From an optimization exercise on the open Yosys and OpenROAD flow, aimed at small area, a short achievable clock period and few clock cycles; shortcuts taken in it are not production practice. Where RTL was checked, it was by simulation tests only, not by an equivalence proof against the original. No activity file was given, so power comes from the tool's default toggle rates.

==> run Z: inputs <==
==> flow/design.v <==
module CPU_6507(
	output [12:0] addr_bus,
	output [7:0] d_out,
	input [7:0] d_in,
	output reg wenb,
	input clk,
	input rstb,
	input rdy
);
localparam T0 = 5'd0, T1 = 5'd1, ABS2 = 5'd2, IDX = 5'd3, BR = 5'd4, BRFIX = 5'd5;
localparam DATA = 5'd8, MOD = 5'd9, WR = 5'd10, PLO = 5'd11, PHI = 5'd12, PHIJ = 5'd13;
localparam PUSH = 5'd16, SINC = 5'd17, PUSHL = 5'd18, PUSHP = 5'd19, PULLP = 5'd20, PULLL = 5'd21, PULLH = 5'd22, PULLA = 5'd23;
reg [7:0] A, X, Y, S;
reg N, V, D, I, Z, C;
reg [15:0] PC;
reg [7:0] IR, DL, ABL;
reg [4:0] ABH;
reg [4:0] st;
wire [7:0] P = {N, V, 2'b00, D, I, Z, C};
assign addr_bus = st[4] ? {5'b00001, S} : st[3] ? {ABH, ABL} : PC[12:0];
wire [2:0] aaa = IR[7:5];
wire [2:0] bbb = IR[4:2];
wire [1:0] cc = IR[1:0];
wire g1 = cc == 2'b01;
wire g2 = cc == 2'b10;
wire g0 = cc == 2'b00;
wire m_imm = (g1 & bbb == 3'b010) | (~g1 & bbb == 3'b000 & aaa[2]);
wire m_zp = bbb == 3'b001;
wire m_zpi = bbb == 3'b101;
wire m_izx = g1 & bbb == 3'b000;
wire m_izy = g1 & bbb == 3'b100;
wire m_absi = bbb == 3'b111 | (g1 & bbb == 3'b110);
wire use_y = (g1 & (bbb == 3'b110 | bbb == 3'b100)) | (g2 & aaa[2:1] == 2'b10);
wire is_store = aaa == 3'b100 & ~(g0 & ~bbb[0]) & ~(g2 & bbb[1:0] == 2'b10);
wire is_rmw = g2 & ~(aaa[2:1] == 2'b10) & bbb[0];
wire is_branch = g0 & bbb == 3'b100;
wire is_jmp = IR == 8'h4C;
wire is_jmpi = IR == 8'h6C;
wire is_jsr = IR == 8'h20;
wire is_brk = IR == 8'h00;
reg take;
always @(*) begin
	case (aaa[2:1])
		2'b00: take = N;
		2'b01: take = V;
		2'b10: take = C;
		default: take = Z;
	endcase
	take = take == aaa[0];
end
localparam OP_ADD = 3'd0, OP_AND = 3'd1, OP_OR = 3'd2, OP_EOR = 3'd3, OP_SHL = 3'd4, OP_SHR = 3'd5;
localparam [8:0] SA = 9'h100, SX = 9'h080, SY = 9'h040, SS = 9'h020, SPL = 9'h010, SPH = 9'h008, SAL = 9'h004, SDL = 9'h002, SP = 9'h001, S0 = 9'h000;
localparam [1:0] MDL = 2'b10, MNDL = 2'b11, M00 = 2'b00, MFF = 2'b01;
localparam [1:0] C0 = 2'b00, C1 = 2'b10, CC = 2'b01;
localparam [15:0] CW_NONE = 16'd0;
localparam [15:0] CW_ALINC = {SAL, M00, C1, OP_ADD};
reg [15:0] cw_exec;
always @(*) begin
	casez (IR)
		8'b000???01: cw_exec = {SA, MDL, C0, OP_OR};
		8'b001???01: cw_exec = {SA, MDL, C0, OP_AND};
		8'b010???01: cw_exec = {SA, MDL, C0, OP_EOR};
		8'b011???01: cw_exec = {SA, MDL, CC, OP_ADD};
		8'b111???01: cw_exec = {SA, MNDL, CC, OP_ADD};
		8'b110???01: cw_exec = {SA, MNDL, C1, OP_ADD};
		8'b111???00: cw_exec = {SX, MNDL, C1, OP_ADD};
		8'b110???00: cw_exec = {SY, MNDL, C1, OP_ADD};
		8'b001???00: cw_exec = {SA, MDL, C0, OP_AND};
		default: cw_exec = {S0, MDL, C0, OP_OR};    
	endcase
end
reg [15:0] cw_mod;
always @(*) begin
	case (aaa)
		3'b000: cw_mod = {SDL, M00, C0, OP_SHL};
		3'b001: cw_mod = {SDL, M00, CC, OP_SHL};
		3'b010: cw_mod = {SDL, M00, C0, OP_SHR};
		3'b011: cw_mod = {SDL, M00, CC, OP_SHR};
		3'b110: cw_mod = {SDL, MFF, C0, OP_ADD};
		default: cw_mod = {SDL, M00, C1, OP_ADD};
	endcase
end
wire [8:0] idxsel = use_y ? SY : SX;
wire [8:0] stsel = cc[0] ? SA : cc[1] ? SX : SY;
wire [15:0] CW_STORE = {stsel, M00, C0, OP_OR};
reg [15:0] cw_op;
always @(*) begin
	casez (d_in)
		8'b00?0_1010: cw_op = {SA, M00, C0, OP_SHL} | {9'h0, 2'b0, 1'b0, d_in[5], 3'b0};
		8'b01?0_1010: cw_op = {SA, M00, C0, OP_SHR} | {9'h0, 2'b0, 1'b0, d_in[5], 3'b0};
		8'h8A, 8'h9A: cw_op = {SX, M00, C0, OP_OR};
		8'hAA, 8'hA8, 8'h48: cw_op = {SA, M00, C0, OP_OR};
		8'hBA: cw_op = {SS, M00, C0, OP_OR};
		8'h98: cw_op = {SY, M00, C0, OP_OR};
		8'hE8: cw_op = {SX, M00, C1, OP_ADD};
		8'hCA: cw_op = {SX, MFF, C0, OP_ADD};
		8'hC8: cw_op = {SY, M00, C1, OP_ADD};
		8'h88: cw_op = {SY, MFF, C0, OP_ADD};
		8'h00: cw_op = {SPH, M00, C0, OP_OR};
		default: cw_op = {SP, M00, C0, OP_OR};
	endcase
end
reg [15:0] cw_nx;
always @(*) begin
	case (st)
		T0: cw_nx = cw_op;
		T1: begin
			if (m_imm) cw_nx = cw_exec;
			else if (is_branch) cw_nx = {SPL, MDL, C0, OP_ADD};
			else if (m_zp) cw_nx = CW_STORE;
			else if (m_izy) cw_nx = CW_ALINC;
			else if (m_zpi | m_izx) cw_nx = {idxsel, MDL, C0, OP_ADD};
			else cw_nx = {m_absi ? idxsel : S0, MDL, C0, OP_ADD};
		end
		IDX: cw_nx = m_izx ? CW_ALINC : CW_STORE;
		ABS2: cw_nx = is_jsr ? {SPH, M00, C0, OP_OR} : is_jmpi ? CW_ALINC : CW_STORE;
		PLO: cw_nx = {m_izy ? SY : S0, MDL, C0, OP_ADD};
		PHI: cw_nx = CW_STORE;
		DATA: cw_nx = is_rmw ? cw_mod : cw_exec;
		MOD: cw_nx = {SDL, M00, C0, OP_OR};
		BR: cw_nx = {SPH, 1'b0, DL[7], ~DL[7], 1'b0, OP_ADD};
		PUSH: cw_nx = {SPL, M00, C0, OP_OR};
		PUSHL: cw_nx = {SP, M00, C0, OP_OR};
		PUSHP: cw_nx = CW_ALINC;
		PULLA: cw_nx = cw_exec;
		default: cw_nx = CW_NONE;
	endcase
end
reg [15:0] cwr;
wire rA = cwr[15], rX = cwr[14], rY = cwr[13], rS = cwr[12], rPL = cwr[11], rPH = cwr[10], rAL = cwr[9], rDL = cwr[8], rP = cwr[7];
wire mEn = cwr[6], mInv = cwr[5], cOne = cwr[4], cC = cwr[3];
wire [2:0] op = cwr[2:0];
wire [7:0] R = ({8{rA}} & A) | ({8{rX}} & X) | ({8{rY}} & Y) | ({8{rS}} & S) |
	({8{rPL}} & PC[7:0]) | ({8{rPH}} & PC[15:8]) | ({8{rAL}} & ABL) | ({8{rDL}} & DL) | ({8{rP}} & P);
assign d_out = R;
wire [7:0] M = ({8{mEn}} & DL) ^ {8{mInv}};
wire cin = cOne | (cC & C);
wire [8:0] sum = {1'b0, R} + {1'b0, M} + {8'b0, cin};
reg [7:0] res;
reg cout;
always @(*) begin
	cout = sum[8];
	case (op)
		OP_ADD: res = sum[7:0];
		OP_AND: res = R & M;
		OP_OR: res = R | M;
		OP_EOR: res = R ^ M;
		OP_SHL: begin res = {R[6:0], cin}; cout = R[7]; end
		default: begin res = {cin, R[7:1]}; cout = R[0]; end
	endcase
end
wire ovf = (R[7] == M[7]) & (res[7] != R[7]);
reg wA, wX, wY, wS, wNZ, wC, wV, bitop;
always @(*) begin
	wA = 0; wX = 0; wY = 0; wS = 0; wNZ = 0; wC = 0; wV = 0; bitop = 0;
	case (st)
		T0: begin
			casez (IR)
				8'b0?0???01, 8'b001???01: begin wA = 1; wNZ = 1; end
				8'b101???01, 8'h68: begin wA = 1; wNZ = 1; end
				8'b011???01, 8'b111???01: begin wA = 1; wNZ = 1; wC = 1; wV = 1; end
				8'b110???01, 8'hE0, 8'hE4, 8'hEC, 8'hC0, 8'hC4, 8'hCC: begin wNZ = 1; wC = 1; end
				8'hA2, 8'hA6, 8'hAE, 8'hB6, 8'hBE: begin wX = 1; wNZ = 1; end
				8'hA0, 8'hA4, 8'hAC, 8'hB4, 8'hBC: begin wY = 1; wNZ = 1; end
				8'h24, 8'h2C: begin wNZ = 1; bitop = 1; wV = 1; end
				8'hAA, 8'hBA, 8'hE8, 8'hCA: begin wX = 1; wNZ = 1; end
				8'hA8, 8'hC8, 8'h88: begin wY = 1; wNZ = 1; end
				8'h8A, 8'h98: begin wA = 1; wNZ = 1; end
				8'h9A: wS = 1;
				8'h0A, 8'h2A, 8'h4A, 8'h6A: begin wA = 1; wNZ = 1; wC = 1; end
				default: ;
			endcase
		end
		MOD: begin wNZ = 1; wC = ~aaa[2]; end
		default: ;
	endcase
end
wire sdec = st == PUSH || st == PUSHL || st == PUSHP;
wire sinc = st == SINC || st == PULLL || (st == PULLP && ~IR[3]);
wire d_stk = ~d_in[7] & ~d_in[4] & ~d_in[2] & ~d_in[1] & ~d_in[0] & (d_in[3] | ~(d_in[5] & ~d_in[6]));
wire d_push = d_stk & ~d_in[5] & (d_in[3] | ~d_in[6]);
wire d_impl = (d_in[3:0] == 4'h8 & (d_in[7] | d_in[4])) | (d_in[3:0] == 4'hA & (d_in[7] | ~d_in[4]));
reg [4:0] ns;
reg wr_n;
always @(*) begin
	ns = T0;
	wr_n = 1'b0;
	case (st)
		T0: begin
			ns = {d_stk, 3'b000, ~d_impl & ~d_push};
			wr_n = d_push;
		end
		T1: begin
			if (m_imm) ns = T0;
			else if (is_branch) ns = take ? BR : T0;
			else if (m_zp) ns = DATA;
			else if (m_zpi | m_izx) ns = IDX;
			else if (m_izy) ns = PLO;
			else ns = ABS2;
			wr_n = m_zp & is_store;
		end
		IDX: begin ns = m_izx ? PLO : DATA; wr_n = ~m_izx & is_store; end
		ABS2: begin
			ns = is_jmp ? T0 : is_jsr ? PUSH : is_jmpi ? PLO : DATA;
			wr_n = is_jsr | (is_store & ~is_jmp & ~is_jmpi);
		end
		PLO: ns = (is_jmpi | is_brk) ? PHIJ : PHI;
		PHI: begin ns = DATA; wr_n = is_store; end
		PHIJ: ns = T0;
		DATA: ns = is_rmw ? MOD : T0;
		MOD: begin ns = WR; wr_n = 1'b1; end
		WR: ns = T0;
		BR: ns = (cout != DL[7]) ? BRFIX : T0;
		BRFIX: ns = T0;
		PUSH: begin ns = (is_brk | is_jsr) ? PUSHL : T0; wr_n = is_brk | is_jsr; end
		PUSHL: begin ns = is_brk ? PUSHP : T0; wr_n = is_brk; end
		PUSHP: ns = PLO;
		SINC: ns = IR[3] ? (IR[6] ? PULLA : PULLP) : (IR[5] ? PULLL : PULLP);
		PULLP: ns = IR[3] ? T0 : PULLL;
		PULLL: ns = PULLH;
		PULLH: ns = T0;
		PULLA: ns = T0;
		default: ns = T0;
	endcase
end
wire [15:0] PCinc = PC + 16'd1;
wire [7:0] sx = S ^ {8{sdec}};
wire [6:0] st_t = {&sx[6:0], &sx[5:0], &sx[4:0], &sx[3:0], &sx[2:0], &sx[1:0], sx[0]};
wire [4:0] dinc = d_in[4:0] + 5'd1;
wire [4:0] ABHc = cout ? dinc : d_in[4:0];
always @(posedge clk) begin
	if (!rstb) begin
		st <= PLO;
		IR <= 8'h00;
		ABL <= 8'hFC;
		ABH <= 5'h1F;
		wenb <= 1'b1;
		cwr <= CW_ALINC;
		A <= 0; X <= 0; Y <= 0; S <= 0;
		N <= 0; V <= 0; D <= 0; I <= 1; Z <= 1; C <= 0;
	end else if (rdy) begin
		st <= ns;
		cwr <= cw_nx;
		wenb <= ~wr_n;
		if (wA) A <= res;
		if (wX) X <= res;
		if (wY) Y <= res;
		if (wS) S <= res;
		else if (sdec | sinc) S <= S ^ {st_t, 1'b1};
		if (wNZ) begin N <= bitop ? M[7] : res[7]; Z <= res == 8'h00; end
		if (wC) C <= cout;
		if (wV) V <= bitop ? M[6] : ovf;
		case (st)
			T0: begin
				IR <= d_in;
				PC <= PCinc;
				casez (IR)
					8'b00?11000: C <= IR[5];
					8'b01?11000: I <= IR[5];
					8'hB8: V <= 1'b0;
					8'b11?11000: D <= IR[5];
					default: ;
				endcase
			end
			T1: begin
				DL <= d_in;
				PC <= PCinc;
				ABL <= d_in;
				ABH <= 5'd0;
			end
			IDX: begin ABL <= res; ABH <= 5'd0; end
			ABS2: begin
				if (is_jmp) PC <= {d_in, DL};
				else PC <= PCinc;
				if (is_jsr) ABL <= d_in;
				else begin ABL <= res; ABH <= ABHc; end
			end
			PLO: begin DL <= d_in; ABL <= res; end
			PHI: begin ABL <= res; ABH <= ABHc; end
			PHIJ, PULLH: PC <= {d_in, DL};
			DATA: DL <= d_in;
			MOD: DL <= res;
			BR: PC[7:0] <= res;
			BRFIX: PC[15:8] <= res;
			PUSH: if (is_jsr) PC[15:8] <= ABL;
			PUSHL: if (is_jsr) PC[7:0] <= DL;
			PUSHP: begin I <= 1'b1; ABL <= 8'hFE; ABH <= 5'h1F; end
			PULLP: begin N <= d_in[7]; V <= d_in[6]; D <= d_in[3]; I <= d_in[2]; Z <= d_in[1]; C <= d_in[0]; end
			PULLL, PULLA: DL <= d_in;
			default: ;
		endcase
	end
end
endmodule
==> flow/flow/run.sh <==
#!/bin/bash
set -euo pipefail
bash standard.sh SETUP_SLACK_MARGIN=5.5 finish > flow_make.log 2>&1
==> flow/standard.sh <==
#!/bin/bash
# synth_recipe.tcl (not shown) runs the flow's synth.tcl, then flattens the netlist and writes it again
# the make line also repeats each setting of config.mk as NAME=value (left out here)
make -C /OpenROAD-flow-scripts/flow DESIGN_CONFIG=/design/flow/config.mk WORK_HOME=/design/flow/orfs CLKGATE_MAP_FILE= SYNTH_SCRIPT=/design/flow/synth_recipe.tcl "${@:-finish}"
==> flow/config.mk <==
export PLATFORM = sky130hd
export DESIGN_NAME = CPU_6507
export DESIGN_NICKNAME = CPU_6507
export VERILOG_FILES = /design/flow/design.v
export SDC_FILE = /design/flow/constraint.sdc
export NUM_CORES = 4
export LEC_CHECK = 0
export ABC_AREA = 1
export CAP_MARGIN = 20
export CORE_MARGIN = 2
export CORE_UTILIZATION = 60
export SLEW_MARGIN = 20
==> flow/constraint.sdc <==
create_clock -name core_clock -period 9.0 [get_ports {clk}]
set_input_delay 1.8000 -clock core_clock [delete_from_list [all_inputs] [get_ports {clk}]]
set_output_delay 1.8000 -clock core_clock [all_outputs]
set_load 0.01 [all_outputs]
==> run K: changes against run Z <==
--- a/flow/design.v
+++ b/flow/design.v
@@ -8,7 +8,7 @@
 	input rdy
 );
 localparam T0 = 5'd0, T1 = 5'd1, ABS2 = 5'd2, IDX = 5'd3, BR = 5'd4, BRFIX = 5'd5;
-localparam DATA = 5'd8, MOD = 5'd9, WR = 5'd10, PLO = 5'd11, PHI = 5'd12, PHIJ = 5'd13;
+localparam DATA = 5'd8, MOD = 5'd9, WR = 5'd10, PLO = 5'd11, PHI = 5'd12, PHIJ = 5'd13, VEC = 5'd14;
 localparam PUSH = 5'd16, SINC = 5'd17, PUSHL = 5'd18, PUSHP = 5'd19, PULLP = 5'd20, PULLL = 5'd21, PULLH = 5'd22, PULLA = 5'd23;
 reg [7:0] A, X, Y, S;
 reg N, V, D, I, Z, C;
@@ -121,7 +121,6 @@
 		BR: cw_nx = {SPH, 1'b0, DL[7], ~DL[7], 1'b0, OP_ADD};
 		PUSH: cw_nx = {SPL, M00, C0, OP_OR};
 		PUSHL: cw_nx = {SP, M00, C0, OP_OR};
-		PUSHP: cw_nx = CW_ALINC;
 		PULLA: cw_nx = cw_exec;
 		default: cw_nx = CW_NONE;
 	endcase
@@ -204,7 +203,8 @@
 			ns = is_jmp ? T0 : is_jsr ? PUSH : is_jmpi ? PLO : DATA;
 			wr_n = is_jsr | (is_store & ~is_jmp & ~is_jmpi);
 		end
-		PLO: ns = (is_jmpi | is_brk) ? PHIJ : PHI;
+		PLO: ns = is_jmpi ? PHIJ : PHI;
+		VEC: ns = PHIJ;
 		PHI: begin ns = DATA; wr_n = is_store; end
 		PHIJ: ns = T0;
 		DATA: ns = is_rmw ? MOD : T0;
@@ -214,7 +214,7 @@
 		BRFIX: ns = T0;
 		PUSH: begin ns = (is_brk | is_jsr) ? PUSHL : T0; wr_n = is_brk | is_jsr; end
 		PUSHL: begin ns = is_brk ? PUSHP : T0; wr_n = is_brk; end
-		PUSHP: ns = PLO;
+		PUSHP: ns = VEC;
 		SINC: ns = IR[3] ? (IR[6] ? PULLA : PULLP) : (IR[5] ? PULLL : PULLP);
 		PULLP: ns = IR[3] ? T0 : PULLL;
 		PULLL: ns = PULLH;
@@ -228,19 +228,18 @@
 wire [6:0] st_t = {&sx[6:0], &sx[5:0], &sx[4:0], &sx[3:0], &sx[2:0], &sx[1:0], sx[0]};
 wire [4:0] dinc = d_in[4:0] + 5'd1;
 wire [4:0] ABHc = cout ? dinc : d_in[4:0];
+always @(posedge clk) if (rdy) cwr <= cw_nx;
 always @(posedge clk) begin
 	if (!rstb) begin
-		st <= PLO;
+		st <= VEC;
 		IR <= 8'h00;
 		ABL <= 8'hFC;
 		ABH <= 5'h1F;
 		wenb <= 1'b1;
-		cwr <= CW_ALINC;
 		A <= 0; X <= 0; Y <= 0; S <= 0;
 		N <= 0; V <= 0; D <= 0; I <= 1; Z <= 1; C <= 0;
 	end else if (rdy) begin
 		st <= ns;
-		cwr <= cw_nx;
 		wenb <= ~wr_n;
 		if (wA) A <= res;
 		if (wX) X <= res;
@@ -277,6 +276,7 @@
 			end
 			PLO: begin DL <= d_in; ABL <= res; end
 			PHI: begin ABL <= res; ABH <= ABHc; end
+			VEC: begin DL <= d_in; ABL[0] <= 1'b1; end
 			PHIJ, PULLH: PC <= {d_in, DL};
 			DATA: DL <= d_in;
 			MOD: DL <= res;
==> flow/flow/run.sh (replaced) <==
#!/bin/bash
set -euo pipefail
bash standard.sh "BUFFER_PORTS_ARGS=-buffer_cell sky130_fd_sc_hd__buf_4" SETUP_SLACK_MARGIN=5.8 finish > flow_make.log 2>&1
==> notes.md <==
| item | run K | run Z |
|---|---|---|
| Result of the run | no timing/DRC/antenna violations | no timing/DRC/antenna violations |
| Adder-cell share of the synthesized area | 3.32% | 3.40% |
| Switch Pwr | 0.445 mW | 0.500 mW |
| Static Leak | 4.53 nW | 4.48 nW |
| Sequential group share of total power | 40.9% | 40.0% |
| Total global-route track usage | 40.7% | 42.0% |
| Total placed instance area | 8960 um^2 | 8900 um^2 |
| Synth Area in Simple Gates | 35.7% | 36.2% |
| Global-route wire length before repair | 49600 um | 48300 um |
| Proportion of cell area occupied by multi-input gates | 55.4% | 57.0% |
| P&R area growth vs syn | 15.1% | 12.1% |
| Final instance count without filler cells | 1635 | 1616 |
| Synth Cell Area | 8730 um^2 | 8550 um^2 |
| Worst R2R End | PC[5] | DL[2] |
| Start point of the worst hold path | ABH[4] | ABH[0] |
| Post-synthesis average cell area | 6.23 um^2 | 6.11 um^2 |
| Via count of the first global-routing pass | 9099 | 8928 |
| Synthesized netlist net count | 1434 | 1432 |
| XOR/XNOR Fraction of Synth Area | 2.11% | 2.25% |
Testbench counts of run Z, summed over its fixed seeds: cycles 244,174.
The RTL of run K was laid out without a check of its function.

port drivers added, routing unchanged:
The flow's constraints put no driver on any port. The routed layouts listed below were extracted and timed again, unchanged, in two steps. Step 1 (the two cells are an assumption about what drives the block):
set clk [get_ports {clk}]
set_driving_cell -lib_cell sky130_fd_sc_hd__clkbuf_16 $clk
set_driving_cell -lib_cell sky130_fd_sc_hd__buf_2 [delete_from_list [all_inputs] $clk]
Step 2 times the ports against the registers' clock, not the clock port: input delays grow and output delays shrink by t, the midpoint of the rising clock arrivals with the driver on. a / b / c = no drivers / after step 1 / after step 2; a / b = the first two.
| run | t, ns | slack for setup (ns) | hold WS [ns] |
|---|---|---|---|
| run Z | 0.407 | 5.508 / 5.463 / 5.206 | 0.471 / 0.471 / 0.471 |
| run K | 0.408 | 5.634 / 5.587 / 5.430 | 0.466 / 0.466 / 0.466 |
After both steps every run listed still meets setup and hold. For run Z, which loses most, drivers alone change the setup slack by -0.045 ns; drivers and shift together by -0.302 ns.
